Context: an optimization exercise on an open-source flow, tuned for small area, a short achievable clock period and few clock cycles per item. The choices shown serve that exercise and are no tape-out recipe.
In this exercise RTL edits were held to simulation tests only and were not proved equivalent to the original.
No activity file was given, so power comes from the tool's default toggle rates.

==> design/flow/config.mk <==
export PLATFORM = sky130hd
export DESIGN_NAME = simon2share
export DESIGN_NICKNAME = simon2share
export VERILOG_FILES = /design/flow/design.v
export SDC_FILE = /design/flow/constraint.sdc
export NUM_CORES = 4
export LEC_CHECK = 0
export CAP_MARGIN = 20
export CORE_MARGIN = 2
export CORE_UTILIZATION = 40
export PLACE_DENSITY = 0.6
export SETUP_SLACK_MARGIN = 2.45
export SLEW_MARGIN = 20
==> design/flow/constraint.sdc <==
create_clock -name core_clock -period 5.0 [get_ports {clk}]
set_input_delay 1.0000 -clock core_clock [delete_from_list [all_inputs] [get_ports {clk}]]
set_output_delay 1.0000 -clock core_clock [all_outputs]
set_load 0.01 [all_outputs]
==> design/flow/design.v <==
`timescale 1ns / 1ps
module p_datapath(clk, comp, gate_x, gate_y, data_ina, data_inb, key_ina, key_inb, cipher_out);
input clk, comp, gate_x, gate_y, data_ina, data_inb;
input [63:0] key_ina, key_inb;
output [127:0] cipher_out;
wire [63:0] Xout_a, Xout_b, Yout_a, Yout_b;
data_share2 share_a(.clk(clk), .comp(comp), .data_in(data_ina), .key_in(key_ina),
		    .X_out(Xout_a), .Y_out(Yout_a), .X_in(Xout_b));
data_share2 share_b(.clk(clk), .comp(comp), .data_in(data_inb), .key_in(key_inb),
		    .X_out(Xout_b), .Y_out(Yout_b), .X_in(Xout_a));
wire [127:0] gate = {{64{gate_x}}, {64{gate_y}}};
wire [127:0] res1 = {Xout_a, Yout_a} & gate;
wire [127:0] res2 = {Xout_b, Yout_b} & gate;
assign cipher_out = res1 ^ res2;
endmodule
module data_share2(clk, comp, data_in, key_in, X_out, Y_out, X_in);
input clk, comp, data_in;
input [63:0] key_in;
input [63:0] X_in;
output [63:0] X_out, Y_out;
reg [63:0] X, Y;
wire [63:0] XL1 = {X[62:0], X[63]};
wire [63:0] XL2 = {X[61:0], X[63:62]};
wire [63:0] XL8 = {X[55:0], X[63:56]};
wire [63:0] XoL8 = {X_in[55:0], X_in[63:56]};
wire [63:0] own = XL1 & XL8;
wire [63:0] xprod = XL1 & XoL8;
always@(posedge clk)
begin
	if (comp) begin
		X <= Y ^ XL2 ^ own ^ xprod ^ key_in;
		Y <= X;
	end
	else begin
		{X, Y} <= {data_in, X, Y[63:1]};
	end
end
assign X_out = X;
assign Y_out = Y;
endmodule
`timescale 1ns / 1ps
module p_keysch10(clk, comp, load_key, z, data_in, key_out);
input clk, comp, load_key, z, data_in;
output [63:0] key_out;
reg [63:0] KX, KY;
localparam [63:0] c = 64'hfffffffffffffffc;
always@(posedge clk)
begin
	if (comp) begin
		KX <= c ^ {63'd0, z} ^ KY ^ {KX[2:0],KX[63:3]} ^ {KX[3:0],KX[63:4]};
		KY <= KX;
	end
	else begin
		{KX, KY} <= {load_key ? data_in : KY[0], KX, KY[63:1]};
	end
end
assign key_out = KY;
endmodule
`timescale 1ns / 1ps
module p_keysch11(clk, comp, load_key, data_in, key_out);
input clk, comp, load_key, data_in;
output [63:0] key_out;
reg [63:0] KX, KY;
always@(posedge clk)
begin
	if (comp) begin
		KX <= KY ^ {KX[2:0],KX[63:3]} ^ {KX[3:0],KX[63:4]};
		KY <= KX;
	end
	else begin
		{KX, KY} <= {load_key ? data_in : KY[0], KX, KY[63:1]};
	end
end
assign key_out = KY;
endmodule
`timescale 1ns / 1ps
module simon2share(clk, data_ina, data_inb, data_rdy, cipher_out, Done);
input clk;
input data_ina, data_inb;
input [1:0] data_rdy;
output [127:0] cipher_out;
output reg Done;
localparam [0:127] ZN = {67'b0101111011100000011010010011000101000010001111110010110110011101011, 60'd0, 1'b1};
reg [6:0] counter;	 
reg comp;		 
reg last;		 
wire load_key = (data_rdy == 2);
always @(posedge clk)
begin
	if (data_rdy == 0 || data_rdy == 2)
		counter <= 0;
	else
		counter <= counter + 1;
end
always @(posedge clk)
begin
	comp <= (data_rdy == 1 && counter == 127) || (data_rdy == 3 && comp);
	Done <= (data_rdy == 3) && comp && (counter == 67);
	last <= (data_rdy == 3) && ((comp && counter == 66) || last);
end
reg z;
always @(posedge clk)
	z <= ZN[counter];
wire [63:0] keya, keyb;
p_datapath mydatapath(.clk(clk), .comp(comp), .gate_x(last), .gate_y(Done),
		      .data_ina(data_ina), .data_inb(data_inb),
		      .key_ina(keya), .key_inb(keyb),
		      .cipher_out(cipher_out));
p_keysch10 mykeysch_a(.clk(clk), .comp(comp), .load_key(load_key), .z(z),
		      .data_in(data_ina), .key_out(keya));
p_keysch11 mykeysch_b(.clk(clk), .comp(comp), .load_key(load_key),
		      .data_in(data_inb), .key_out(keyb));
endmodule
==> design/flow/flow/run.sh <==
#!/bin/bash
# Standard ORFS layout (the standard.sh) with two changes to buffering:
#  - ports get a buf_2 as port buffer instead of the default cell;
#  - after global placement, each output-gate flip-flop (Done, last) gets a
#    two-level buffer tree: one buffer per cluster of its loads (gate_tree.tcl).
# make's full output goes to standard.log; ORFS keeps per-step logs in orfs/logs.
set -uo pipefail
here=$(pwd)
export BUFFER_PORTS_ARGS="-buffer_cell sky130_fd_sc_hd__buf_2"
export POST_GLOBAL_PLACE_TCL="$here/flow/gate_tree.tcl"
export GATE_TREE_FANOUT=16
export GATE_TREE_CELL=sky130_fd_sc_hd__buf_4
bash standard.sh > standard.log 2>&1
==> design/flow/flow/gate_tree.tcl <==
# Build a two-level buffer tree for each output-gate net: the gate flip-flop
# drives one buffer per cluster of loads, placed at the cluster's centre.
proc gate_tree_kmeans {pts k} {
  # pts: list of {x y}; returns list of cluster indices
  set n [llength $pts]
  set cent {}
  for {set c 0} {$c < $k} {incr c} {
    lappend cent [lindex [lsort -real -index 2 [lmap p $pts {list {*}$p [expr {atan2([lindex $p 1]-0.0, [lindex $p 0]-0.0)}]}]] [expr {($c * $n) / $k}]]
  }
  set cent [lmap c $cent {lrange $c 0 1}]
  set asg [lrepeat $n 0]
  for {set it 0} {$it < 30} {incr it} {
    set i 0
    foreach p $pts {
      set best 0; set bd 1e30
      set c 0
      foreach q $cent {
        set d [expr {abs([lindex $p 0]-[lindex $q 0]) + abs([lindex $p 1]-[lindex $q 1])}]
        if {$d < $bd} { set bd $d; set best $c }
        incr c
      }
      lset asg $i $best
      incr i
    }
    set newc {}
    for {set c 0} {$c < $k} {incr c} {
      set sx 0.0; set sy 0.0; set m 0
      set i 0
      foreach p $pts {
        if {[lindex $asg $i] == $c} { set sx [expr {$sx + [lindex $p 0]}]; set sy [expr {$sy + [lindex $p 1]}]; incr m }
        incr i
      }
      if {$m > 0} { lappend newc [list [expr {$sx/$m}] [expr {$sy/$m}]] } else { lappend newc [lindex $cent $c] }
    }
    set cent $newc
  }
  return [list $asg $cent]
}

proc gate_tree {flop_name per_buf cell} {
  set block [ord::get_db_block]
  set dbu [$block getDbUnitsPerMicron]
  set inst [$block findInst $flop_name]
  if {$inst == "NULL"} { puts "gate_tree: no instance $flop_name"; return }
  set net [[$inst findITerm Q] getNet]
  # drop buffers already hanging on the net, so the tree sees the real loads
  for {set pass 0} {$pass < 8} {incr pass} {
    set bufs {}
    foreach it [$net getITerms] {
      if {[$it isOutputSignal]} continue
      set li [$it getInst]
      set m [$li getMaster]
      if {[string match "*__buf_*" [$m getName]] || [string match "*__clkbuf_*" [$m getName]]} {
        set onet [[$li findITerm X] getNet]
        # keep port buffers
        if {[llength [$onet getBTerms]] > 0} continue
        lappend bufs [get_cells [$li getName]]
      }
    }
    if {[llength $bufs] == 0} break
    remove_buffers $bufs
    set net [[$inst findITerm Q] getNet]
  }
  set pins {}; set pts {}
  foreach it [$net getITerms] {
    if {[$it isOutputSignal]} continue
    set li [$it getInst]
    set loc [$it getAvgXY]
    if {[lindex $loc 0] == 0} { set b [$li getBBox]; set loc [list 1 [expr {([$b xMin]+[$b xMax])/2}] [expr {([$b yMin]+[$b yMax])/2}]] }
    lappend pins "[$li getName]/[[$it getMTerm] getName]"
    lappend pts [list [expr {double([lindex $loc 1])/$dbu}] [expr {double([lindex $loc 2])/$dbu}]]
  }
  set n [llength $pins]
  set k [expr {max(1, int(ceil(double($n) / $per_buf)))}]
  puts "gate_tree: $flop_name net [$net getName] loads $n clusters $k"
  lassign [gate_tree_kmeans $pts $k] asg cent
  for {set c 0} {$c < $k} {incr c} {
    set lp {}
    set i 0
    foreach p $pins { if {[lindex $asg $i] == $c} { lappend lp [get_pins $p] }; incr i }
    if {[llength $lp] == 0} continue
    set xy [lindex $cent $c]
    insert_buffer -buffer_cell $cell -net [get_nets [$net getName]] -load_pins $lp -location $xy
  }
}

# Hook body (sourced after global placement): one tree per output-gate flop.
foreach flop {Done$_DFF_P_ last$_DFF_P_} {
  gate_tree $flop $::env(GATE_TREE_FANOUT) $::env(GATE_TREE_CELL)
}
==> design/flow/standard.sh <==
#!/bin/bash
# synth_recipe.tcl (not shown) runs the flow's synth.tcl, then flattens the netlist and writes it again
# the make line also repeats each setting of config.mk as NAME=value (left out here)
make -C /OpenROAD-flow-scripts/flow DESIGN_CONFIG=/design/flow/config.mk WORK_HOME=/design/flow/orfs CLKGATE_MAP_FILE= SYNTH_SCRIPT=/design/flow/synth_recipe.tcl "${@:-finish}"
==> run summary, run 1 <==
The flow ran to the end and the layout has no timing, DRC or antenna violations. The tools report the share of synthesized area occupied by flip-flops and latches as 0.425. The critical path goes through buf_12, clkbuf_16, and2_4, buf_6. The H-tree was split into 2 levels. For this run, the slowest stage of the critical path takes 0.37 ns. The final layout net count came out at 2596.

TritonCTS created 56 clock buffers. The logs give 0.169 for the global router's overall resource usage and 16000 for the total number of vias. The number of buffers between clock root and the deepest sink is 3. The biggest fanout along the worst timing path came out at 6. Dividing the detail-routed wire length by the instance count gives 16.1 um.

The Yosys step of the flow raised 4 warnings. The total leakage power came out at 12.2 nW. The run gives 523 as the CTS sink count. The number of endpoints failing setup at the final stage was 0; the post-CTS clock slew at the launch and capture registers of the worst setup and hold paths was 0.06 ns. The remaining global-route overflow is 0. Among cell families on the critical path, the largest total delay comes from buffers and inverters.

The number of antenna diodes in the final layout is 0. The tools report the met2 usage as 0.283. Across all setup checks in the final design, the least slack found is 2.43 ns. The run gives 28 as the post-synthesis cell type count.

The detail route stage leaves a number of antenna-violating nets equal to 0. The run gives 5425 as the total of fill cells in the finished design. The logs give 0 for the count of final hold-check violations and 0.226 for the met1 track demand over resource. The most utilized layer in the global route result was met2. Summing all non-filler instances in the final layout gives an area of 30300 um^2.

For flop-to-flop paths, the worst setup slack is 2.87 ns. Dividing the detail-routed via count by the number of cells gives 4.70. After synthesis, the cell types taking the most area are dfxtp_1 (43%), xnor2_1 (18%), mux2_2 (15%), xor2_1 (9.2%), a21oi_1 (3.9%).

The worst setup path is captured at an output port. For this design the ratio of total power to cell area is 338 nW/um^2. The setup total negative slack is 0 ns, and the mean instance size in the synthesized netlist is 10.3 um^2. The count of buffers added on input and output ports is 133. The worst ir drop on vdd is 264 uV.

The category of the worst setup path launch point is a register. The worst relative slew slack is 0.369. The area added between synthesis and finish is 23.0%, and the via count of the first global-routing pass is 16100.

The class of the worst hold path is reg -> reg. The number of rows created at floorplan was 90. Measured along the y axis, the die boundary spans 252 um.

Once placement completed, the tool counted placed cells totaling 3237. The worst-skew pair later-pin latency was 0.60 ns. The tools report the synthesized netlist net count as 2411.

The cell area after technology mapping is 24600 um^2. Horizontal extent of the die: 252 um. The worst path needs 2.57 ns of the cycle, external delays included. At the pin with the least slew margin, the transition time is 0.947 ns.

The run gives 37500 um as the detailed-placement wirelength estimate. In this run the clock root is driven by a clkbuf_16. Final worst clock skew: 0.0244 ns. The starting DRC count in detailed routing is 771. For this design, the CTS-stage hold fixing added 0 buffers. Setup repair after global routing could not meet its margin everywhere. For this run, the detailed router's first-pass iteration total came to 4. Timing analysis after detailed placement gives a worst setup slack of 2.65 ns. For the final instance count without filler cells, the log shows 3412. The largest total area in the synthesized netlist belongs to dfxtp_1. The fraction of post-synthesis cell area in the top cell type by area came out at 0.425. TritonCTS built the clock tree. The number of buffers and inverters on the critical path is 3. The number of max-cap violations was 0; the share of the cycle needed by the critical path after routing was 0.513. The share of post-route cells with drive strength above 1 works out to 0.339. The floorplan step defined a die boundary enclosing 63600 um^2. For the first-pass GRT wire length, the log shows 87100 um. The met3 usage in global routing was 0.0267; the highest attainable clock frequency was 0.390 GHz.

The run gives 0.406 as the initial core utilization. The critical path in this run is classified as reg -> out. For the data arrival time at the worst-slack endpoint, the log shows 1.57 ns. STA puts the critical path data required time at 4.00 ns.

The post-place instance area is 26000 um^2, and the total count of max-transition violations in the final report is 0. The pin count of the biggest net entering global routing is 191, and the flop and latch count out of synthesis is 523. For the core area, the log shows 60600 um^2. Summed over all layers, the routed wires come to 55000 um. During I/O placement, the number of pins put on the boundary was 134. Among all stages on the critical path, the largest delay is contributed by dfxtp_4. In the routed design, unresolved DRC markers number 0.

The tools report the number of antenna violations at the first check in global routing as 0. For the post-synthesis cell count, the log shows 2401.
routing by layer:
metal,vias to the layer above,routed length (um)
met1,7660,26300
li1,8142,-
met5,-,0
met3,57,1650
met4,0,1080
met2,181,26000
final timing paths:
kind	startpoint	endpoint	depth (start not counted)
setup / recovery	Done	cipher_out[43]	4
hold / removal	mykeysch_a.KX[22]	mykeysch_a.KX[21]	2
setup reg to reg	comp	mydatapath.share_b.Y[34]	2
hold reg to reg	mykeysch_a.KX[22]	mykeysch_a.KX[21]	2
cell usage in the layout (no fill, tap or decap), types with 28 or more instances in the layout:
cell type	n
dfxtp_2	98
nand2_1	134
buf_6	60
nor2_1	192
buf_2	78
xor2_1	190
and2_4	60
xor2_2	31
and2_1	74
buf_4	63
xor2_4	38
dfxtp_4	28
a21oi_1	191
xnor2_1	517
clkbuf_16	62
dfxtp_1	397
mux2_2	320
power by group:
group          switching [mW]  internal (mW)  leakage (nW)
logic                   0.550          0.742          6.88
clock network            1.70           2.47         0.928
registers               0.367           4.40          4.35
total                    2.62           7.61          12.2
through the flow:
stage                     power [mW]  hold slack, ns  utilization
final                           10.2           0.521        0.500
after global routing            10.7           0.538        0.500
after global placement          5.95           0.516        0.428
after detailed placement        5.96           0.526        0.429
after CTS                       10.3           0.521        0.488
after floorplan                 5.67           0.489            -
cell type report:
class                           count  area, um^2  share of cell area
Sequential cell                   523       10700               0.353
Multi-Input combinational cell   1781       14800               0.489
Timing Repair Buffer              222        1940              0.0642
Clock buffer                       87        1730              0.0571
Tap cell                          782         978              0.0323
Clock inverter                     15         131             0.00434
Inverter                            2        7.51            0.000248
logic make-up (layout without fill, tap and decap cells):
kind of cell,after synthesis,count (layout),synth area share
flip-flops,523,523,0.425
multiplexers,329,329,0.151
AND/OR/NAND/NOR,475,475,0.0876
adder cells (fa/ha/maj),5,5,0.00254
XOR/XNOR,776,776,0.276
AO/OA/AOI/OAI,196,196,0.0401
buffers and inverters,97,326,0.0180
worst register-to-register path, cell delays in order, from the launching register on:
cell and delay, ns:
dfxtp_4 0.72, buf_12 0.64, mux2_2 0.64
cells in the mapped netlist:
cell type    n
nor2_2       1
dfxtp_1    523
clkbuf_1    26
inv_1        2
buf_6        2
and3_2       1
and4_1       1
nor2b_1      3
and4_2       1
o2bb2ai_1    1
o21ai_0      3
buf_2       52
xor2_1     259
nand2b_1     1
nand2_1    134
and2_1     134
nor2_1     192
mux2i_1      8
xnor2_1    517
a21oi_1    191
ha_1         5
mux4_2       1
nand3_1      5
and3_1       1
mux2_2     320
nor4_1       1
o21a_1       1
buf_1       15
registers in the layout, indices dropped and copies added (netlist names):
signal,flops
mydatapath.share_a.X,64
mydatapath.share_a.Y,64
mydatapath.share_b.X,64
mydatapath.share_b.Y,64
mykeysch_a.KX,64
mykeysch_a.KY,64
mykeysch_b.KX,64
mykeysch_b.KY,64
counter,7
Done,1
comp,1
last,1
z,1
repair_timing:
item                                   CTS  global route
buffers inserted                        59             7
pin swaps                               58             8
gates cloned                             1             6
endpoints found under the hold margin    0             0
setup endpoints to repair              129           118
gates resized for setup                256           139
Testbench counts, summed over its fixed seeds: cycles 20,800, items 64.
==> inputs of run 2 (changes only) <==
--- a/design/flow/config.mk
+++ b/design/flow/config.mk
@@ -9,5 +9,5 @@
 export CORE_MARGIN = 2
 export CORE_UTILIZATION = 40
 export PLACE_DENSITY = 0.6
-export SETUP_SLACK_MARGIN = 2.45
+export SETUP_SLACK_MARGIN = 2.6
 export SLEW_MARGIN = 20
==> run summary, run 2 <==
The routed length per instance was 16.2 um (+0.63%); the horizontal extent of the die was 252 um (unchanged). The combined buffer and inverter count along the critical path was 3 (unchanged); the number of endpoints failing setup at the final stage was 0 (unchanged). The cell area after technology mapping is 24600 um^2 (unchanged). Mean instance size in the synthesized netlist: 10.3 um^2 (unchanged). Area of all placed cells without fillers: 30800 um^2 (+1.6%). Yosys attributes the largest share of cell area to dfxtp_1 (43%), xnor2_1 (18%), mux2_2 (15%), xor2_1 (9.2%), a21oi_1 (3.9%).

The final worst clock skew is 0.0253 ns (+0.000903 ns), and the setup total negative slack is 0 ns (unchanged). Clock tree synthesis selected as its root buffer the cell clkbuf_16. The routed via count divided by cell count is 4.71 (+0.21%). The worst relative slew slack was 0.371 (+0.00211); the initial core utilization was 0.406 (unchanged). The count of buffers inserted at the top-level ports is 133 (unchanged). The synthesized netlist net count was 2411 (unchanged); the count of warnings emitted by yosys was 4 (unchanged).

Final wirelength: 55400 um (+0.71%). Post-synthesis cell count: 2401 (unchanged). The run gives 16100 (+0.30%) as the total number of vias. The share of synthesized area occupied by flip-flops and latches was 0.425 (unchanged). The number of rows created at floorplan is 90 (unchanged), and the depth of the CTS H-tree is 2 (unchanged).

The transition time at the pin with the least slew margin is 0.943 ns (-0.00317 ns), and the share of post-route cells with drive strength above 1 is 0.354 (+0.0152). The via count of the first global-routing pass was 16300 (+0.74%); the first-pass iteration count of the detailed router was 5 (+1). The starting DRC count in detailed routing was 803 (+4.2%); the area added between synthesis and finish was 25.0%. DRC violations left: 0 (unchanged). The flow ran to the end and the layout has no timing, DRC or antenna violations. The post-layout minimum cycle time was 2.58 ns (+0.0165 ns).

The gate family responsible for the most delay along the worst path is buffers and inverters. The number of buffers between clock root and the deepest sink came out at 3 (unchanged). The areal power density over the cells is 332 nW/um^2 (-1.6%).

The final layout net count was 2599 (+0.12%). Leaving out fill and tap cells, the most frequent cell in the layout is xnor2_1. The number of buffers added by the clock tree synthesis step was 56 (unchanged).

The count of placed standard cells including taps is 3237 (unchanged). The fraction of registers with async set/reset came out at 0 (unchanged). The run gives 0 (unchanged) as the number of antenna diodes.

The detailed-placement wirelength estimate came out at 37500 um (unchanged). The hold-fix buffer count after cts came out at 0 (unchanged). The largest individual stage delay along the critical path comes from the cell dfxtp_4. The critical path in this run is classified as reg -> out. The topmost layer with routed signal wires was met4. Remaining global-route overflow: 0 (unchanged). In the synthesized netlist the dominant register cell turns out to be dfxtp_1. STA classifies the critical path endpoint as an output port.

The post-place instance area is 26000 um^2 (unchanged). The global router's overall resource usage came out at 0.171 (+0.00166). The run gives 26300 um (+1.0%) as the met2 wire length. Setup repair after global routing could not meet its margin everywhere. The fraction of post-synthesis cell area in the top cell type by area is 0.425 (unchanged), and the pin count of the biggest net entering global routing is 191 (unchanged). The post-CTS clock slew at the launch and capture registers of the worst setup and hold paths is 0.06 ns (about the same). The tools report the highest attainable clock frequency as 0.387 GHz (-0.64%).

The library cells used most frequently in the layout, excluding fill and tap cells, are xnor2_1 (517), dfxtp_1 (401), mux2_2 (320). For the core area, the log shows 60600 um^2 (unchanged). By count the netlist is led by dfxtp_1 (523), xnor2_1 (517), mux2_2 (320). The CTS sink count came out at 523 (unchanged). The largest total area in the synthesized netlist belongs to dfxtp_1. The share of the cycle needed by the critical path after routing was 0.517 (+0.00331); the final instance count without filler cells was 3415 (+0.088%).

dfxtp_1 is the most common cell in the netlist. The logs give 12.3 nW (+0.92%) for the total leakage power and 134 (unchanged) for the number of ports placed on the die boundary. The number of enable flip-flop cells after synthesis came out at 0 (unchanged).

The biggest fanout along the worst timing path is 6 (unchanged), and the die area is 63600 um^2 (unchanged). The run gives 0 (unchanged) as the number of max-cap violations. The die height is 252 um (unchanged). Required time of the worst setup path: 4.00 ns (about the same).

Category of the worst setup path launch point: a register. The wire length on met3 was 1530 um (-7.6%); the largest incremental delay on the critical path was 0.41 ns (+0.04 ns). Total routed wire length on the met1 layer: 26500 um (+0.73%). The tools report the data arrival time at the worst-slack endpoint as 1.58 ns (about the same). The logs give 28 (unchanged) for the post-synthesis cell type count and 0 (unchanged) for the count of final hold-check violations. The post-detailed-route count of antenna-violating nets came out at 0 (unchanged). The signal on the critical path passes through buf_12, clkbuf_16, and2_4, buf_6.

TritonCTS built the clock tree. The worst ir drop on vdd was 264 uV (about the same). The run gives 87900 um (+0.90%) as the first-pass GRT wire length.

The total count of max-transition violations in the final report came out at 0 (unchanged). The number of antenna violations at the first check in global routing was 0 (unchanged); the flop and latch count out of synthesis was 523 (unchanged). The min-delay analysis places its worst path in the category reg -> reg. The worst-skew pair later-pin latency is 0.60 ns (about the same), and the worst hold margin is 0.521 ns (-0.0000360 ns). The core occupancy in the finished layout is 0.508 (+0.00787).
## run 2: changes by cell type in the layout (fill, tap and decap cells not counted), sizes merged
cell	delta
buf	+3
## run 2: cell type report
cell class / instances / area, um^2
clock buffer: 87 / 1730
clock inverter: 15 / 131
fill: 5346 / 29800
inverter: 2 / 7.51
multi-input combinational: 1781 / 14900
sequential: 523 / 10700
tap: 782 / 978
timing repair buffer: 225 / 2310
## run 2: final timing paths
check,depth (start not counted),slack (ns),from,to
setup / recovery,4,2.42,last,cipher_out[70]
setup reg to reg,2,2.87,comp,mydatapath.share_b.Y[34]
hold reg to reg,2,0.52,mydatapath.share_a.X[53],mydatapath.share_a.X[52]
hold / removal,2,0.52,mydatapath.share_a.X[53],mydatapath.share_a.X[52]
## run 2: repair_timing
item / in CTS / in global routing
buffers inserted: 61 / 5
endpoints found under the setup margin: 129 / 129
resized for setup: 323 / 161
gates cloned: 4 / 6
pin swaps: 59 / 6
## run 2: power breakdown
group          switching [mW]  internal [mW]
clock                    1.70           2.47
sequential              0.366           4.40
combinational           0.553          0.742
total                    2.62           7.61
## run 2: tightest hold or removal path, stage by stage, from the launching register on
cell     delay, ns
dfxtp_2       0.36
nor2_1        0.09
a21oi_1       0.05
## run 2: layer usage
layer  GRT usage  vias up
li1            -     8136
met1       0.228     7719
met2       0.284      174
met3      0.0266       59
met4      0.0492        0
met5           0        -
## run 2: kinds of logic (layout without fill, tap and decap cells)
group,count (synthesis),in the layout,synth area share
XOR/XNOR,776,776,0.276
flip-flops,523,523,0.425
AND/OR/NAND/NOR,475,475,0.0876
multiplexers,329,329,0.151
AO/OA/AOI/OAI,196,196,0.0401
buffers and inverters,97,329,0.0180
adder cells (fa/ha/maj),5,5,0.00254
## run 2: per-stage QoR
| stage | power [mW] | setup slack, ns |
|---|---|---|
| after global placement | 5.95 | 2.51 |
| after floorplan | 5.67 | 3.07 |
| after detailed placement | 5.96 | 2.65 |
| after global routing | 10.7 | 2.35 |
| after CTS | 10.3 | 2.39 |
| final | 10.2 | 2.42 |
==> inputs of run 3 (changes only) <==
--- a/design/flow/config.mk
+++ b/design/flow/config.mk
@@ -8,6 +8,8 @@
 export CAP_MARGIN = 20
 export CORE_MARGIN = 2
 export CORE_UTILIZATION = 40
+export CTS_CLUSTER_DIAMETER = 60
+export CTS_CLUSTER_SIZE = 20
 export PLACE_DENSITY = 0.6
 export SETUP_SLACK_MARGIN = 2.6
 export SLEW_MARGIN = 20
==> run summary, run 3 <==
The run finished with no timing, DRC or antenna violations. The logs give 2591 (-0.31%) for the final layout net count and 30500 um^2 (-0.89%) for the area of all placed cells without fillers. The library cells used most frequently in the layout, excluding fill and tap cells, are xnor2_1 (517), dfxtp_1 (406), mux2_2 (320). The depth of the worst register-to-register path came out at 2 (unchanged). Mean instance size in the synthesized netlist: 10.3 um^2 (unchanged). The total count of max-transition violations in the final report was 0 (unchanged). The share of the cycle needed by the critical path after routing came out at 0.514 (-0.00323). Startpoint of the worst hold path: mydatapath.share_a.X[50].

The die area was 63600 um^2 (unchanged); the horizontal extent of the die was 252 um (unchanged). The initial core utilization is 0.406 (unchanged). The run gives 24600 um^2 (unchanged) as the cell area after technology mapping.

In the post-synthesis netlist, the biggest area contributors are dfxtp_1 (43%), xnor2_1 (18%), mux2_2 (15%), xor2_1 (9.2%), a21oi_1 (3.9%). Worst hold path endpoint: mydatapath.share_a.X[49]. The hold path depth works out to 2 (unchanged). The biggest fanout along the worst timing path works out to 6 (unchanged). TritonCTS built the clock tree. The number of buffers added by the clock tree synthesis step came out at 42 (-25%). The worst ir drop on vdd is 212 uV (-20%), and the highest attainable clock frequency is 0.389 GHz (+0.63%). The CTS sink count came out at 523 (unchanged). The tools report the post-synthesis cell type count as 28 (unchanged). The logs give 0 (unchanged) for the number of antenna diodes and 0 (unchanged) for the number of max-cap violations. The fraction of post-synthesis cell area in the top cell type by area works out to 0.425 (unchanged). The tools report the global router's overall resource usage as 0.170 (-0.000692). The routed via count divided by cell count was 4.74 (+0.62%). Setup repair after global routing could not meet its margin everywhere. The run gives 90 (unchanged) as the number of rows created at floorplan. The pin count of the biggest net entering global routing was 191 (unchanged).

Share of post-route cells with drive strength above 1: 0.352 (-0.00202). The startpoint identified for the worst register-to-register timing path is comp. The logs give 1.57 ns (about the same) for the data arrival time at the worst-slack endpoint and 0.425 (unchanged) for the share of synthesized area occupied by flip-flops and latches. The leading register cell type out of synthesis is dfxtp_1. The transition time at the pin with the least slew margin works out to 0.990 ns (+0.0467 ns). The first-pass GRT wire length is 87600 um (-0.34%). The hold-fix buffer count after cts was 0 (unchanged); the number of ports placed on the die boundary was 134 (unchanged). The first-pass iteration count of the detailed router was 5 (unchanged); the die height was 252 um (unchanged). The biggest area contributor in the post-synthesis netlist is dfxtp_1.

By instance count, the leading cell after synthesis is dfxtp_1. Category of the worst setup path launch point: a register. The register-to-register setup slack is 2.86 ns (about the same), and the routed length per instance is 16.3 um (+0.19%). STA classifies the critical path endpoint as an output port. The remaining global-route overflow was 0 (unchanged); the number of antenna violations at the first check in global routing was 0 (unchanged). The setup total negative slack is 0 ns (unchanged).

The detailed-placement wirelength estimate was 37500 um (unchanged). The type of the worst setup path was reg -> out. The tools report the worst-skew pair later-pin latency as 0.58 ns (-0.02 ns).

The post-detailed-route count of antenna-violating nets is 0 (unchanged), and the core area is 60600 um^2 (unchanged). The fraction of registers with async set/reset was 0 (unchanged). The post-layout minimum cycle time is 2.57 ns (-0.0161 ns), and the final worst clock skew is 0.0171 ns (-0.00819 ns). The count of buffers inserted at the top-level ports is 133 (unchanged), and the count of final hold-check violations is 0 (unchanged). The tools report the starting DRC count in detailed routing as 838 (+4.4%). The tools report the clock tree root buffer cell as clkbuf_16. The tools report the worst relative slew slack as 0.340 (-0.0311). The run gives 12.1 nW (-1.2%) as the total leakage power.

The number of endpoints failing setup at the final stage came out at 0 (unchanged). The tools report the required time of the worst setup path as 4.00 ns (about the same). The via count of the first global-routing pass is 16100 (-0.91%). The post-CTS clock slew at the launch and capture registers of the worst setup and hold paths was 0.08 ns (+0.02 ns). The run gives 0.503 (-0.00450) as the core occupancy in the finished layout.

Leaving out fill and tap cells, the most frequent cell in the layout is xnor2_1. The number of enable flip-flop cells after synthesis was 0 (unchanged); the number of buffers between clock root and the deepest sink was 3 (unchanged). Synthesized netlist net count: 2411 (unchanged). The worst hold path belongs to the class reg -> reg.

The total number of vias was 16100 (+0.062%). For the count of warnings emitted by yosys, the log shows 4 (unchanged). Relative to the synthesized area, the layout overhead comes to 23.9%. The depth of the CTS H-tree came out at 2 (unchanged).

Sorting the synthesized cells by how often they occur yields dfxtp_1 (523), xnor2_1 (517), mux2_2 (320). The post-place instance area is 26000 um^2 (unchanged), and the areal power density over the cells is 320 nW/um^2 (-3.9%). The logs give 55200 um (-0.36%) for the final wirelength and 0 (unchanged) for the DRC violations left. The endpoint identified for the worst register-to-register timing path is mykeysch_b.KY[33]. Flop and latch count out of synthesis: 523 (unchanged). Post-synthesis cell count: 2401 (unchanged).
## run 3: cell counts after synthesis
Identical to the previous run, type by type.
## run 3: per-layer routing
metal	wire length [um]	GRT usage	part of all wire	vias up
met3	1700	0.0263	0.031	65
met5	0	0	0	-
li1	-	-	-	8140
met1	26100	0.229	0.47	7713
met4	1060	0.0419	0.019	0
met2	26300	0.285	0.48	180
## run 3: layout make-up
class / instances / area (um^2)
sequential: 523 / 10700
timing repair buffer: 231 / 2360
clock inverter: 29 / 367
tap: 782 / 978
inverter: 2 / 7.51
multi-input combinational: 1781 / 14900
fill: 5373 / 30100
clock buffer: 48 / 1160
## run 3: kinds of logic (layout without fill, tap and decap cells)
logic type,after synthesis,count (layout),share of synthesized area
buffers and inverters,97,310,0.0180
XOR/XNOR,776,776,0.276
adder cells (fa/ha/maj),5,5,0.00254
multiplexers,329,329,0.151
AO/OA/AOI/OAI,196,196,0.0401
AND/OR/NAND/NOR,475,475,0.0876
flip-flops,523,523,0.425
## run 3: worst max-delay path, stage by stage (launching register included)
cell and delay [ns]:
dfxtp_4 0.42, buf_12 0.18, clkbuf_16 0.16, and2_4 0.14
buf_6 0.09
## run 3: power breakdown
part / internal (mW) / switching [mW] / leakage (nW)
Sequential: 4.39 / 0.363 / 4.35
Combinational: 0.746 / 0.560 / 7.02
Clock: 1.95 / 1.73 / 0.745
## run 3: timing repair
| action | CTS | global route |
|---|---|---|
| resized for setup | 314 | 173 |
| endpoints found under the setup margin | 129 | 129 |
| cloned | 4 | 6 |
| pin swaps | 59 | 6 |
| buffers inserted | 69 | 3 |
## run 3: per-stage QoR
step	instances	hold slack, ns	setup slack [ns]	total power [mW]
after detailed placement	3237	0.526	2.65	5.96
after global placement	3228	0.516	2.51	5.95
after global routing	3396	0.544	2.36	10.2
after CTS	3387	0.521	2.41	9.83
final	3396	0.525	2.43	9.75
after floorplan	2401	0.489	3.07	5.67
## run 3: worst max path at each step
stage / startpoint / endpoint / slack (ns)
2_1_floorplan: last / cipher_out[118] / 3.07
3_3_place_gp: Done / cipher_out[42] / 2.51
3_5_place_dp: last / cipher_out[110] / 2.65
4_1_cts: last / cipher_out[74] / 2.41
5_1_grt: mydatapath.share_b.X[19] / cipher_out[83] / 2.36
6_report: last / cipher_out[70] / 2.43
==> inputs of run 4 (changes only) <==
--- a/design/flow/config.mk
+++ b/design/flow/config.mk
@@ -8,8 +8,8 @@
 export CAP_MARGIN = 20
 export CORE_MARGIN = 2
 export CORE_UTILIZATION = 40
-export CTS_CLUSTER_DIAMETER = 60
-export CTS_CLUSTER_SIZE = 20
+export CTS_CLUSTER_DIAMETER = 80
+export CTS_CLUSTER_SIZE = 30
 export PLACE_DENSITY = 0.6
 export SETUP_SLACK_MARGIN = 2.6
 export SLEW_MARGIN = 20
==> run summary, run 4 <==
The run gives 0.497 (-0.00659) as the core occupancy in the finished layout. The run finished with no timing, DRC or antenna violations. The cell with the most instances after synthesis is dfxtp_1. The total leakage power was 11.9 nW (-2.1%); the first-pass GRT wire length was 86200 um (-1.7%). The share of post-route cells with drive strength above 1 was 0.349 (-0.00286); the final wirelength was 54100 um (-1.9%). The cell area after technology mapping was 24600 um^2 (unchanged); the biggest fanout along the worst timing path was 6 (unchanged). The type of element capturing the critical path was an output port. The worst path setup slack after routing was 2.40 ns (-0.0336 ns); the compound-cell area share of the yosys netlist was 0.0401 (unchanged).

The commonest cells after synthesis are dfxtp_1 (523), xnor2_1 (517), mux2_2 (320). The xor and xnor fraction of the mapped netlist area is 0.276 (unchanged). The count of final hold-check violations is 0 (unchanged), and the synthesized netlist net count is 2411 (unchanged). The number of enable flip-flop cells after synthesis was 0 (unchanged); the routed length per instance was 16.1 um (-0.97%).

For the total of fill cells in the finished design, the log shows 5408 (+0.65%). The hold path depth is 2 (unchanged). Post-synthesis cell type count: 28 (unchanged). Count of buffers inserted at the top-level ports: 133 (unchanged). Area share of and/or/nand/nor cells after synthesis: 0.0876 (unchanged). The number of antenna violations at the first check in global routing is 0 (unchanged), and the areal power density over the cells is 294 nW/um^2 (-7.9%). In the layout the commonest cells are xnor2_1 (517), dfxtp_1 (396), mux2_2 (320). Sorting the synthesized cells by area gives the leading types as dfxtp_1 (43%), xnor2_1 (18%), mux2_2 (15%), xor2_1 (9.2%), a21oi_1 (3.9%). The worst setup path is launched from a register.

TritonCTS built the clock tree. The die height was 252 um (unchanged). The hold-fix buffer count after cts was 0 (unchanged); the final layout net count was 2570 (-0.81%).

The die area came out at 63600 um^2 (unchanged). The type of the worst setup path was reg -> out. For the first-pass iteration count of the detailed router, the log shows 4 (-1). Number of endpoints failing setup at the final stage: 0 (unchanged). The required time of the worst setup path is 4.00 ns (about the same), and the count of warnings emitted by yosys is 4 (unchanged).

Combinational family with the most area after synthesis: XOR/XNOR gates. The total number of vias came out at 15900 (-1.3%). For the number of buffers added by the clock tree synthesis step, the log shows 28 (-33%).

The initial core utilization was 0.406 (unchanged); the number of rows created at floorplan was 90 (unchanged). The adder-cell area share of the yosys netlist was 0.00254 (unchanged). The worst hold margin came out at 0.530 ns (+0.00494 ns). The library cell used most frequently in the layout, excluding fill and tap cells, is xnor2_1.

The depth of the worst register-to-register path works out to 2 (unchanged). For the post-place instance area, the log shows 26000 um^2 (unchanged). For the area of all placed cells without fillers, the log shows 30100 um^2 (-1.3%).

For the total count of max-transition violations in the final report, the log shows 0 (unchanged). The run gives 60600 um^2 (unchanged) as the core area. The multiplexer share of the synthesized area works out to 0.151 (unchanged). The via count of the first global-routing pass is 15900 (-1.7%), and the post-layout minimum cycle time is 2.60 ns (+0.0336 ns). The transition time at the pin with the least slew margin was 0.990 ns (-0.000369 ns); the CTS sink count was 523 (unchanged). The worst-skew pair later-pin latency was 0.61 ns (+0.03 ns); the number of buffers between clock root and the deepest sink was 3 (unchanged). The DRC violations left was 0 (unchanged); the final instance count without filler cells was 3363 (-0.97%).

The starting DRC count in detailed routing came out at 846 (+0.95%). Setup repair after global routing could not meet its margin everywhere. The number of max-cap violations is 0 (unchanged). The horizontal extent of the die is 252 um (unchanged). Mean instance size in the synthesized netlist: 10.3 um^2 (unchanged). The post-synthesis cell count was 2401 (unchanged). The tools report the setup slack after placement as 2.65 ns (unchanged).

The data arrival time at the worst-slack endpoint was 1.60 ns (+0.03 ns). The count of placed standard cells including taps came out at 3237 (unchanged). The share of the cycle needed by the critical path after routing works out to 0.520 (+0.00672). The flop and latch count out of synthesis is 523 (unchanged), and the post-CTS clock slew at the launch and capture registers of the worst setup and hold paths is 0.10 ns (+0.02 ns). The tools report the share of synthesized area occupied by flip-flops and latches as 0.425 (unchanged). Class of the worst hold path: reg -> reg. The logs give 0.0218 ns (+0.00467 ns) for the final worst clock skew and 0 (unchanged) for the remaining global-route overflow. The post-detailed-route count of antenna-violating nets was 0 (unchanged).

The tree is rooted in a clkbuf_16. The worst relative slew slack is 0.340 (about the same). The setup total negative slack came out at 0 ns (unchanged). The tools report the number of antenna diodes as 0 (unchanged). The logs give 0.166 (-0.00427) for the global router's overall resource usage and 134 (unchanged) for the number of ports placed on the die boundary. The fraction of registers with async set/reset was 0 (unchanged). For the worst ir drop on vdd, the log shows 288 uV (+36%). Among all flip-flop cells after synthesis, the most frequent one is dfxtp_1. The routed via count divided by cell count is 4.72 (-0.35%). The depth of the CTS H-tree is 1 (-1), and the area added between synthesis and finish is 22.2%. Total power: 8.86 mW (-9.1%).

The synthesized design spends more area on one cell type than any other, namely dfxtp_1. For the detailed-placement wirelength estimate, the log shows 37500 um (unchanged). The pin count of the biggest net entering global routing was 191 (unchanged); the highest attainable clock frequency was 0.384 GHz (-1.3%). The fraction of post-synthesis cell area in the top cell type by area works out to 0.425 (unchanged).
[run 4: changes by cell type in the layout (fill, tap and decap cells not counted), moves of 5 or more]
cell       delta
buf_2         -5
buf_4         -8
xor2_4        +7
and2_1        -5
inv_6         -6
dfxtp_4      +11
buf_6         +6
dfxtp_1      -10
and2_4        +5
clkbuf_16    -17
xor2_2        -9
[run 4: path summary, 6_finish.rpt]
| check | start | end | slack, ns |
|---|---|---|---|
| worst max-delay path | last | cipher_out[70] | 2.40 |
| worst min-delay path | mydatapath.share_a.X[17] | mydatapath.share_a.X[16] | 0.53 |
| worst max register to register | comp | mydatapath.share_b.Y[37] | 2.86 |
| worst min register to register | mydatapath.share_a.X[17] | mydatapath.share_a.X[16] | 0.53 |
[run 4: repair_timing]
item	in CTS	in global routing
setup endpoints to repair	129	129
pin swaps	55	7
gates resized for setup	338	186
cloned	4	6
buffers inserted	57	8
[run 4: cell type report]
type                            instances  area [um^2]  area share
Multi-Input combinational cell       1781        15000       0.498
Inverter                                2         7.51    0.000249
Clock inverter                         23          325      0.0108
Clock buffer                           28          701      0.0233
Timing Repair Buffer                  224         2340      0.0779
Tap cell                              782          978      0.0325
Sequential cell                       523        10700       0.357
[run 4: routing by layer]
metal | up-vias | routed length, um | GRT usage
li1 | 8099 | - | -
met4 | 0 | 653 | 0.0306
met5 | - | 0 | 0
met2 | 136 | 26100 | 0.285
met3 | 36 | 1160 | 0.0157
met1 | 7615 | 26300 | 0.227
[run 4: power breakdown]
| part | leakage [nW] | switching, mW | internal [mW] |
|---|---|---|---|
| logic | 7.01 | 0.554 | 0.739 |
| registers | 4.36 | 0.366 | 4.39 |
| clock network | 0.495 | 1.61 | 1.19 |
[run 4: logic make-up after synthesis]
logic type,after synthesis
XOR/XNOR,776
flip-flops,523
AND/OR/NAND/NOR,475
multiplexers,329
AO/OA/AOI/OAI,196
buffers and inverters,97
adder cells (fa/ha/maj),5
[run 4: worst max-delay path: stages (launching register included)]
cell       delay (ns)
dfxtp_4          0.43
buf_12           0.18
clkbuf_16        0.15
and2_4           0.13
buf_6            0.09
==> inputs of run 5 (changes only) <==
==> design/flow/config.mk (replaced) <==
export PLATFORM = sky130hd
export DESIGN_NAME = simon2share
export DESIGN_NICKNAME = simon2share
export VERILOG_FILES = /design/flow/design.v
export SDC_FILE = /design/flow/constraint.sdc
export NUM_CORES = 4
export LEC_CHECK = 0
export CAP_MARGIN = 20
export CORE_MARGIN = 2
export CORE_UTILIZATION = 55
export PLACE_DENSITY = 0.7
export SETUP_SLACK_MARGIN = 2.45
export SLEW_MARGIN = 20
==> run summary, run 5 <==
The run finished with no timing, DRC or antenna violations. The clock tree root buffer cell is clkbuf_16. The critical path goes through xor2_2, and2_1, buf_2. The horizontal extent of the die was 216 um (-14%); the DRC violations left was 0 (unchanged). Worst hold path endpoint: mykeysch_a.KX[38]. For the worst hold margin, the log shows 0.514 ns (-0.0167 ns). The count of buffers inserted at the top-level ports came out at 133 (unchanged). By area the synthesized netlist is led by dfxtp_1 (43%), xnor2_1 (18%), mux2_2 (15%), xor2_1 (9.2%), a21oi_1 (3.9%). The via count of the first global-routing pass was 16200 (+2.1%). The largest incremental delay on the critical path came out at 0.46 ns (+0.03 ns).

The logs give 0.557 (+0.150) for the initial core utilization and 12.1 nW (+2.0%) for the total leakage power. The post-layout minimum cycle time was 2.54 ns (-0.0569 ns). The run gives 0 (unchanged) as the number of endpoints failing setup at the final stage. The transition time at the pin with the least slew margin was 0.924 ns (-0.0661 ns); the starting DRC count in detailed routing was 823 (-2.7%).

The total count of max-transition violations in the final report came out at 0 (unchanged). The fraction of post-synthesis cell area in the top cell type by area came out at 0.425 (unchanged). TritonCTS built the clock tree. The routed length per instance is 16.6 um (+3.3%).

The share of post-route cells with drive strength above 1 came out at 0.324 (-0.0251). The tools report the area of all placed cells without fillers as 29700 um^2 (-1.3%). The leading register cell type out of synthesis was dfxtp_1. The share of the cycle needed by the critical path after routing came out at 0.509 (-0.0114). The logs give 2 (+1) for the depth of the CTS H-tree and 0 (unchanged) for the number of max-cap violations. The routed via count divided by cell count was 5.04 (+6.6%).

Setup repair after global routing could not meet its margin everywhere. The global router's overall resource usage is 0.226 (+0.0599). The count of final hold-check violations was 0 (unchanged).

The type of element capturing the critical path was an output port. The run gives 2600 (+1.2%) as the final layout net count. The met3 usage in global routing was 0.0299 (+0.0142). For the first-pass iteration count of the detailed router, the log shows 4 (unchanged).

The die area is 46500 um^2 (-27%), and the met1 track demand over resource is 0.315 (+0.0878). The worst setup path is launched from a register. For the synthesized netlist net count, the log shows 2411 (unchanged).

Number of ports placed on the die boundary: 134 (unchanged). The most utilized layer in the global route result is met2. For this design, the slowest cell found on the critical path is dfxtp_1. The cell area after technology mapping came out at 24600 um^2 (unchanged).

The tools report the setup total negative slack as 0 ns (unchanged). The data arrival time at the worst-slack endpoint is 1.54 ns (-0.06 ns). The areal power density over the cells came out at 344 nW/um^2 (+17%). In the layout the commonest cells are xnor2_1 (517), dfxtp_1 (396), mux2_2 (320).

For the first-pass GRT wire length, the log shows 86000 um (-0.18%). Startpoint of the worst hold path: mykeysch_a.KX[39]. The post-detailed-route count of antenna-violating nets came out at 0 (unchanged). The mean instance size in the synthesized netlist was 10.3 um^2 (unchanged); the number of buffers added by the clock tree synthesis step was 55 (+96%).

The number of rows created at floorplan was 77 (-14%). The logs give 3 (unchanged) for the number of buffers between clock root and the deepest sink and 35400 um (-5.4%) for the detailed-placement wirelength estimate. The depth of the worst register-to-register path is 2 (unchanged).

The post-synthesis cell type count was 28 (unchanged); the total number of vias was 16300 (+2.3%). After synthesis, the most frequently instantiated cells are dfxtp_1 (523), xnor2_1 (517), mux2_2 (320). The final wirelength was 53700 um (-0.84%); the area added between synthesis and finish was 20.7%. The die height was 216 um (-14%); the number of antenna diodes was 0 (unchanged).

The worst setup path is of the reg -> out kind. The flop and latch count out of synthesis works out to 523 (unchanged). The required time of the worst setup path was 4.00 ns (about the same); the post-CTS clock slew at the launch and capture registers of the worst setup and hold paths was 0.06 ns (-0.04 ns).

The tools report the number of antenna violations at the first check in global routing as 0 (unchanged). The logs give 523 (unchanged) for the CTS sink count and 0.393 GHz (+2.2%) for the highest attainable clock frequency. In this run the worst hold path is classified as reg -> reg. The fraction of registers with async set/reset was 0 (unchanged); the post-synthesis cell count was 2401 (unchanged).

The library cell used most frequently in the layout, excluding fill and tap cells, is xnor2_1. Worst relative slew slack: 0.384 (+0.0441). Register-to-register setup slack: 2.83 ns (-0.03 ns). The number of enable flip-flop cells after synthesis was 0 (unchanged); the hold path depth was 2 (unchanged). The worst-skew pair later-pin latency is 0.59 ns (-0.02 ns), and the remaining global-route overflow is 0 (unchanged). The launching point of the worst reg2reg path was comp. The count of warnings emitted by yosys was 4 (unchanged).

The biggest fanout along the worst timing path is 5 (-1), and the met2 usage is 0.369 (+0.0843). The largest total area in the synthesized netlist belongs to dfxtp_1. The run gives 264 uV (-8.6%) as the worst ir drop on vdd.

The final worst clock skew was 0.0168 ns (-0.00494 ns); the pin count of the biggest net entering global routing was 170 (-11%). The run gives 0.425 (unchanged) as the share of synthesized area occupied by flip-flops and latches. The core occupancy in the finished layout is 0.672 (+0.175).

The core area is 44200 um^2 (-27%). Post-place instance area: 25800 um^2 (-0.96%). For the hold-fix buffer count after cts, the log shows 0 (unchanged). The cell with the most instances after synthesis is dfxtp_1.

The endpoint of the worst register-to-register path is mykeysch_a.KY[28].
[run 5: cell count changes in the layout (fill, tap and decap cells not counted), sizes merged]
cell,change
inv,-10
buf,+4
clkbuf,+59
bufinv,+2
clkinvlp,-1
clkinv,+1
[run 5: stage by stage]
| stage | instances | worst slack (ns) | power [mW] |
|---|---|---|---|
| global route | 3228 | 2.40 | 10.6 |
| floorplan | 2401 | 3.07 | 5.67 |
| finish | 3228 | 2.46 | 10.2 |
| detailed placement | 3047 | 2.74 | 5.94 |
| global placement | 3037 | 2.58 | 5.92 |
| CTS | 3219 | 2.45 | 10.3 |
[run 5: area by class of cell]
cell class,count,area (um^2)
inverter,2,7.51
fill,3337,14500
clock buffer,88,1700
timing repair buffer,227,1740
sequential,523,10700
clock inverter,15,156
tap,592,741
multi-input combinational,1781,14600
[run 5: cells by family after synthesis]
group / after synthesis / synth area share
simple gates: 475 / 0.0876
mux: 329 / 0.151
flops: 523 / 0.425
xor+xnor: 776 / 0.276
buf+inv: 97 / 0.0180
compound gates: 196 / 0.0401
fa+ha+maj: 5 / 0.00254
[run 5: timing repair]
item	in CTS	in global routing
buffers inserted	69	4
setup endpoints to repair	129	118
gates cloned	0	5
pin swaps	64	8
resized for setup	211	124
[run 5: power breakdown]
part           switching (mW)  internal, mW  total (mW)
logic                   0.547         0.749        1.30
registers               0.366          4.40        4.76
clock network            1.69          2.48        4.17
total                    2.60          7.63        10.2
[run 5: worst max-delay path by stage]
stage	from	end	cells after the start
after global placement	Done	cipher_out[33]	2
after CTS	last	cipher_out[91]	4
after floorplan	last	cipher_out[118]	3
after detailed placement	mydatapath.share_a.X[38]	cipher_out[102]	3
after global routing	last	cipher_out[64]	4
final	mydatapath.share_b.X[0]	cipher_out[64]	3
[run 5: critical path, delay by kind of cell, from the launching register on]
| kind | cells | cell delay (ns) |
|---|---|---|
| DFF | 1 | 0.46 |
| buffers and inverters | 1 | 0.14 |
| and+or+nand+nor | 1 | 0.16 |
| xor gates and xnor gates | 1 | 0.18 |
[run 5: routing by layer]
metal | share of wire | routed length, um | vias to the layer above
met5 | 0 | 0 | -
met4 | 0.019 | 1020 | 0
met3 | 0.032 | 1710 | 70
met2 | 0.47 | 25400 | 220
met1 | 0.48 | 25500 | 7804
li1 | - | - | 8160
==> inputs of run 6 (changes only) <==
==> design/flow/design.v (replaced) <==
`timescale 1ns / 1ps
module p_datapath(clk, comp, gate_x_n, gate_y_n, data_ina, data_inb, key_ina, key_inb, cipher_out);
input clk, comp, gate_x_n, gate_y_n, data_ina, data_inb;
input [63:0] key_ina, key_inb;
output [127:0] cipher_out;
wire [63:0] Xout_a, Xout_b, Yout_a, Yout_b;
data_share2 share_a(.clk(clk), .comp(comp), .data_in(data_ina), .key_in(key_ina),
		    .X_out(Xout_a), .Y_out(Yout_a), .X_in(Xout_b));
data_share2 share_b(.clk(clk), .comp(comp), .data_in(data_inb), .key_in(key_inb),
		    .X_out(Xout_b), .Y_out(Yout_b), .X_in(Xout_a));
wire [127:0] gate = ~{{64{gate_x_n}}, {64{gate_y_n}}};
wire [127:0] res1 = {Xout_a, Yout_a} & gate;
wire [127:0] res2 = {Xout_b, Yout_b} & gate;
assign cipher_out = res1 ^ res2;
endmodule
module data_share2(clk, comp, data_in, key_in, X_out, Y_out, X_in);
input clk, comp, data_in;
input [63:0] key_in;
input [63:0] X_in;
output [63:0] X_out, Y_out;
localparam [63:0] PX = 64'haaaaaaaaaaaaaaaa;
localparam [63:0] PY = ~PX;
reg [63:0] Xs, Ys;
wire [63:0] X = Xs ^ PX;
wire [63:0] Y = Ys ^ PY;
wire [63:0] XL1 = {X[62:0], X[63]};
wire [63:0] XL2 = {X[61:0], X[63:62]};
wire [63:0] XL8 = {X[55:0], X[63:56]};
wire [63:0] XoL8 = {X_in[55:0], X_in[63:56]};
wire [63:0] own = XL1 & XL8;
wire [63:0] xprod = XL1 & XoL8;
always@(posedge clk)
begin
	if (comp) begin
		Xs <= (Y ^ XL2 ^ own ^ xprod ^ key_in) ^ PX;
		Ys <= X ^ PY;
	end
	else begin
		{Xs, Ys} <= {data_in, X, Y[63:1]} ^ {PX, PY};
	end
end
assign X_out = X;
assign Y_out = Y;
endmodule
`timescale 1ns / 1ps
module p_keysch10(clk, comp, load_key, z, data_in, key_out);
input clk, comp, load_key, z, data_in;
output [63:0] key_out;
localparam [63:0] PX = 64'haaaaaaaaaaaaaaaa;
localparam [63:0] PY = ~PX;
reg [63:0] KXs, KYs;
wire [63:0] KX = KXs ^ PX;
wire [63:0] KY = KYs ^ PY;
localparam [63:0] c = 64'hfffffffffffffffc;
always@(posedge clk)
begin
	if (comp) begin
		KXs <= (c ^ {63'd0, z} ^ KY ^ {KX[2:0],KX[63:3]} ^ {KX[3:0],KX[63:4]}) ^ PX;
		KYs <= KX ^ PY;
	end
	else begin
		{KXs, KYs} <= {load_key ? data_in : KY[0], KX, KY[63:1]} ^ {PX, PY};
	end
end
assign key_out = KY;
endmodule
`timescale 1ns / 1ps
module p_keysch11(clk, comp, load_key, data_in, key_out);
input clk, comp, load_key, data_in;
output [63:0] key_out;
localparam [63:0] PX = 64'haaaaaaaaaaaaaaaa;
localparam [63:0] PY = ~PX;
reg [63:0] KXs, KYs;
wire [63:0] KX = KXs ^ PX;
wire [63:0] KY = KYs ^ PY;
always@(posedge clk)
begin
	if (comp) begin
		KXs <= (KY ^ {KX[2:0],KX[63:3]} ^ {KX[3:0],KX[63:4]}) ^ PX;
		KYs <= KX ^ PY;
	end
	else begin
		{KXs, KYs} <= {load_key ? data_in : KY[0], KX, KY[63:1]} ^ {PX, PY};
	end
end
assign key_out = KY;
endmodule
`timescale 1ns / 1ps
module simon2share(clk, data_ina, data_inb, data_rdy, cipher_out, Done);
input clk;
input data_ina, data_inb;
input [1:0] data_rdy;
output [127:0] cipher_out;
output reg Done;
localparam [0:127] ZN = {67'b0101111011100000011010010011000101000010001111110010110110011101011, 60'd0, 1'b1};
reg [6:0] counter;	 
reg comp;		 
reg last_n, done_n;
wire load_key = (data_rdy == 2);
always @(posedge clk)
begin
	if (data_rdy == 0 || data_rdy == 2)
		counter <= 0;
	else
		counter <= counter + 1;
end
always @(posedge clk)
begin
	comp <= (data_rdy == 1 && counter == 127) || (data_rdy == 3 && comp);
	Done <= (data_rdy == 3) && comp && (counter == 67);
	done_n <= !((data_rdy == 3) && comp && (counter == 67));
	last_n <= !((data_rdy == 3) && ((comp && counter == 66) || !last_n));
end
reg z;
always @(posedge clk)
	z <= ZN[counter];
wire [63:0] keya, keyb;
p_datapath mydatapath(.clk(clk), .comp(comp), .gate_x_n(last_n), .gate_y_n(done_n),
		      .data_ina(data_ina), .data_inb(data_inb),
		      .key_ina(keya), .key_inb(keyb),
		      .cipher_out(cipher_out));
p_keysch10 mykeysch_a(.clk(clk), .comp(comp), .load_key(load_key), .z(z),
		      .data_in(data_ina), .key_out(keya));
p_keysch11 mykeysch_b(.clk(clk), .comp(comp), .load_key(load_key),
		      .data_in(data_inb), .key_out(keyb));
endmodule
==> design/flow/flow/run.sh (replaced) <==
#!/bin/bash
# Standard ORFS layout (the standard.sh) with two changes to buffering:
#  - ports get a buf_2 as port buffer instead of the default cell;
#  - after global placement, each output-gate flip-flop (done_n, last_n) gets a
#    two-level buffer tree: one buffer per cluster of its loads (gate_tree.tcl).
# make's full output goes to standard.log; ORFS keeps per-step logs in orfs/logs.
set -uo pipefail
here=$(pwd)
export BUFFER_PORTS_ARGS="-buffer_cell sky130_fd_sc_hd__buf_2"
export POST_GLOBAL_PLACE_TCL="$here/flow/gate_tree.tcl"
export GATE_TREE_FLOPS='done_n$_DFF_P_ last_n$_DFF_P_'
export GATE_TREE_FANOUT=16
export GATE_TREE_CELL=sky130_fd_sc_hd__buf_4
bash standard.sh > standard.log 2>&1
--- a/design/flow/flow/gate_tree.tcl
+++ b/design/flow/flow/gate_tree.tcl
@@ -85,6 +85,6 @@
 }
 
 # Hook body (sourced after global placement): one tree per output-gate flop.
-foreach flop {Done$_DFF_P_ last$_DFF_P_} {
+foreach flop $::env(GATE_TREE_FLOPS) {
   gate_tree $flop $::env(GATE_TREE_FANOUT) $::env(GATE_TREE_CELL)
 }
--- a/design/flow/config.mk
+++ b/design/flow/config.mk
@@ -7,7 +7,7 @@
 export LEC_CHECK = 0
 export CAP_MARGIN = 20
 export CORE_MARGIN = 2
-export CORE_UTILIZATION = 55
-export PLACE_DENSITY = 0.7
+export CORE_UTILIZATION = 40
+export PLACE_DENSITY = 0.6
 export SETUP_SLACK_MARGIN = 2.45
 export SLEW_MARGIN = 20
==> run summary, run 6 <==
Routed via count divided by cell count: 4.72 (-6.3%). The cell area after technology mapping is 24100 um^2 (-2.1%), and the global router's overall resource usage is 0.174 (-0.0519). The remaining global-route overflow is 0 (unchanged), and the worst-skew pair later-pin latency is 0.61 ns (+0.02 ns). The run gives 62200 um^2 (+34%) as the die area. The commonest cells after synthesis are xnor2_1 (613), dfxtp_1 (524), mux2i_1 (445). The number of endpoints failing setup at the final stage was 0 (unchanged); the final layout net count was 2472 (-4.9%). The number of enable flip-flop cells after synthesis is 0 (unchanged), and the number of buffers between clock root and the deepest sink is 3 (unchanged). For the via count of the first global-routing pass, the log shows 15700 (-3.3%). The horizontal extent of the die came out at 249 um (+16%).

The CTS sink count was 524 (+0.19%). Post-CTS clock slew at the launch and capture registers of the worst setup and hold paths: 0.06 ns (about the same). The count of buffers inserted at the top-level ports is 133 (unchanged). The class of the worst hold path was reg -> reg. The depth of the worst register-to-register path is 2 (unchanged), and the post-layout minimum cycle time is 2.56 ns (+0.0171 ns).

In the post-synthesis netlist, the biggest area contributors are dfxtp_1 (44%), xnor2_1 (22%), mux2i_1 (18%), xor2_1 (5.8%), nor2_1 (2.6%). The detailed-placement wirelength estimate is 37700 um (+6.5%). The type of element capturing the critical path is an output port. The areal power density over the cells came out at 335 nW/um^2 (-2.7%). The tools report the share of synthesized area occupied by flip-flops and latches as 0.435 (+0.00997).

The flow ran to the end and the layout has no timing, DRC or antenna violations. Required time of the worst setup path: 4.00 ns (about the same). DRC violations left: 0 (unchanged).

The most common cell in the synthesized netlist is xnor2_1. The logs give 2282 (-5.4%) for the synthesized netlist net count and 0.390 GHz (-0.67%) for the highest attainable clock frequency. The flop and latch count out of synthesis is 524 (+0.19%), and the number of rows created at floorplan is 89 (+16%). Share of post-route cells with drive strength above 1: 0.227 (-0.0978). The fraction of registers with async set/reset is 0 (unchanged), and the share of the cycle needed by the critical path after routing is 0.512 (+0.00342). The die height is 249 um (+16%). The logs give 0.406 (-0.151) for the initial core utilization and 134 (unchanged) for the number of ports placed on the die boundary.

The post-detailed-route count of antenna-violating nets is 0 (unchanged). The starting DRC count in detailed routing came out at 663 (-19%). The area added between synthesis and finish is 25.4%, and the register-to-register setup slack is 2.86 ns (+0.03 ns).

The post-synthesis cell count is 2272 (-5.4%), and the post-synthesis cell type count is 33 (+18%). The tools report the count of warnings emitted by yosys as 4 (unchanged). The routed length per instance is 16.6 um (about the same). The pin count of the biggest net entering global routing is 131 (-23%), and the hold-fix buffer count after cts is 0 (unchanged). First-pass GRT wire length: 87700 um (+2.0%). The endpoint identified for the worst register-to-register timing path is mydatapath.share_a.Xs[26]. The setup path with the least slack is of type reg -> out. Launching point of the worst reg2reg path: comp. The number of buffers added by the clock tree synthesis step is 57 (+3.6%), and the depth of the CTS H-tree is 2 (unchanged). The tools report the final wirelength as 54600 um (+1.8%). TritonCTS built the clock tree.

The number of antenna violations at the first check in global routing is 0 (unchanged). The run gives 1.56 ns (+0.02 ns) as the data arrival time at the worst-slack endpoint. The fraction of post-synthesis cell area in the top cell type by area was 0.435 (+0.00997). Worst ir drop on vdd: 289 uV (+9.7%). The transition time at the pin with the least slew margin came out at 0.920 ns (-0.00389 ns). Among all flip-flop cells after synthesis, the most frequent one is dfxtp_1. The final worst clock skew is 0.0206 ns (+0.00373 ns). The total number of vias came out at 15500 (-4.7%). In the layout the commonest cells are xnor2_1 (581), mux2i_1 (445), dfxtp_1 (409). CTS placed an instance of clkbuf_16 at the clock tree root. The commonest non-fill, non-tap cell in the layout was xnor2_1.

In this run the most critical hold path is launched from mydatapath.share_b.Ys[27]. Hold path depth: 1 (-1). The worst setup path is launched from a register. Total power: 10.1 mW (-0.99%). The core area was 59400 um^2 (+34%); the total count of max-transition violations in the final report was 0 (unchanged). The count of final hold-check violations is 0 (unchanged), and the biggest fanout along the worst timing path is 10 (+5). The worst relative slew slack is 0.387 (+0.00260), and the number of max-cap violations is 0 (unchanged). For the total leakage power, the log shows 10.4 nW (-14%).

The mean instance size in the synthesized netlist works out to 10.6 um^2 (+3.5%). The worst hold path terminates at mydatapath.share_b.Ys[26]. Summed over all instances, the cell type with the most area after synthesis is dfxtp_1. For the setup total negative slack, the log shows 0 ns (unchanged). Setup repair after global routing could not meet its margin everywhere. For the first-pass iteration count of the detailed router, the log shows 4 (unchanged).

The number of antenna diodes came out at 0 (unchanged).
-- run 6: cell count changes in the layout (fill, tap and decap cells not counted), moves of 24 or more --
cell	delta
xor2_1	-65
and2_4	-24
and2_1	-104
mux2_2	-319
buf_6	+27
a21oi_1	-185
mux2i_1	+437
o21ai_0	+64
nor2_1	-87
buf_2	-28
xnor2_1	+64
nor2_4	+41
-- run 6: metal layers --
layer | wire [um] | up-vias | GRT usage | share of wire
met3 | 1770 | 67 | 0.0259 | 0.032
met5 | 0 | - | 0 | 0
met4 | 960 | 0 | 0.0449 | 0.018
met1 | 26600 | 7426 | 0.240 | 0.49
met2 | 25300 | 191 | 0.283 | 0.46
li1 | - | 7807 | - | -
-- run 6: cells by family after synthesis --
group | Yosys count | share of synthesized area
AO/OA/AOI/OAI | 79 | 0.0172
XOR/XNOR | 774 | 0.281
adder cells (fa/ha/maj) | 5 | 0.00260
buffers and inverters | 88 | 0.0165
flip-flops | 524 | 0.435
multiplexers | 448 | 0.187
AND/OR/NAND/NOR | 354 | 0.0605
-- run 6: repair_timing --
item | 4_1_cts | 5_1_grt
setup endpoints to repair | 128 | 114
gates cloned | 4 | 4
gates resized for setup | 284 | 168
hold endpoints to repair | 0 | 0
buffers inserted | 54 | 4
pin swaps | 44 | 43
-- run 6: worst max-delay path: stages, from the launching register on --
cell and delay, ns:
dfxtp_4 0.38, buf_12 0.16, buf_12 0.15, nor2b_1 0.12, buf_2 0.14
-- run 6: layout make-up --
type                       count  area (um^2)
sequential                   524        10700
tap                          773          967
clock inverter                23          288
multi-input combinational   1660        14600
inverter                       5         18.8
clock buffer                  85         1700
fill                        5226        29100
timing repair buffer         214         1920
-- run 6: how the worst max path moves through the flow --
stage / depth (start not counted) / slack, ns / end / from
floorplan: 3 / 3.03 / cipher_out[100] / last_n
global placement: 3 / 2.42 / cipher_out[94] / last_n
detailed placement: 3 / 2.74 / cipher_out[93] / mydatapath.share_b.Xs[29]
CTS: 3 / 2.38 / cipher_out[93] / mydatapath.share_b.Xs[29]
global route: 4 / 2.34 / cipher_out[73] / last_n
finish: 4 / 2.44 / cipher_out[99] / last_n
-- run 6: power by group --
part	leakage [nW]	internal (mW)	switching (mW)
combinational	4.82	0.606	0.443
sequential	4.56	4.36	0.313
clock	0.983	2.67	1.74
total	10.4	7.63	2.49
-- run 6: through the flow --
step | instance area (um^2) | setup slack (ns) | cells | utilization | hold WS [ns]
6_report | 30200 | 2.44 | 3284 | 0.509 | 0.478
5_1_grt | 30200 | 2.34 | 3284 | 0.509 | 0.500
4_1_cts | 29400 | 2.38 | 3276 | 0.495 | 0.476
3_5_place_dp | 25600 | 2.74 | 3110 | 0.431 | 0.477
3_3_place_gp | 25500 | 2.42 | 3103 | 0.430 | 0.472
2_1_floorplan | 24100 | 3.03 | 2272 | - | 0.459
Testbench counts of run 6, summed over its fixed seeds: cycles 20,800, items 64.

-- separate check: timing with driven ports --
Ports are ideal in the flow. The routed layouts listed here were re-timed in OpenROAD.
Step 1 assumes that a clkbuf_16 drives the clock port and a buf_2 every other input.
Step 2 also shifts input and output timing later by t, the mid clock arrival at the registers, as if the neighbouring blocks saw the same clock.
Three values: ideal ports, drivers, drivers and shift; two values: the first two.
run | shift t [ns] | setup slack, ns | hold WS [ns] | latest minus earliest clock arrival (ns) | worst register clock-pin slew, ns
run 1 | 0.637 | 2.433 / 2.379 / 2.870 | 0.521 / 0.521 / 0.521 | 0.025 / 0.026 | 0.06 / 0.06
run 2 | 0.637 | 2.416 / 2.362 / 2.865 | 0.521 / 0.521 / 0.521 | 0.027 / 0.028 | 0.06 / 0.06
run 3 | 0.623 | 2.432 / 2.378 / 2.863 | 0.525 / 0.525 / 0.525 | 0.021 / 0.021 | 0.08 / 0.08
run 4 | 0.653 | 2.399 / 2.345 / 2.855 | 0.530 / 0.530 / 0.530 | 0.033 / 0.033 | 0.11 / 0.11
run 5 | 0.636 | 2.456 / 2.406 / 2.826 | 0.514 / 0.514 / 0.514 | 0.019 / 0.020 | 0.06 / 0.06
run 6 | 0.657 | 2.439 / 2.380 / 2.858 | 0.478 / 0.478 / 0.478 | 0.023 / 0.023 | 0.06 / 0.06
After both steps every run listed still meets setup and hold.
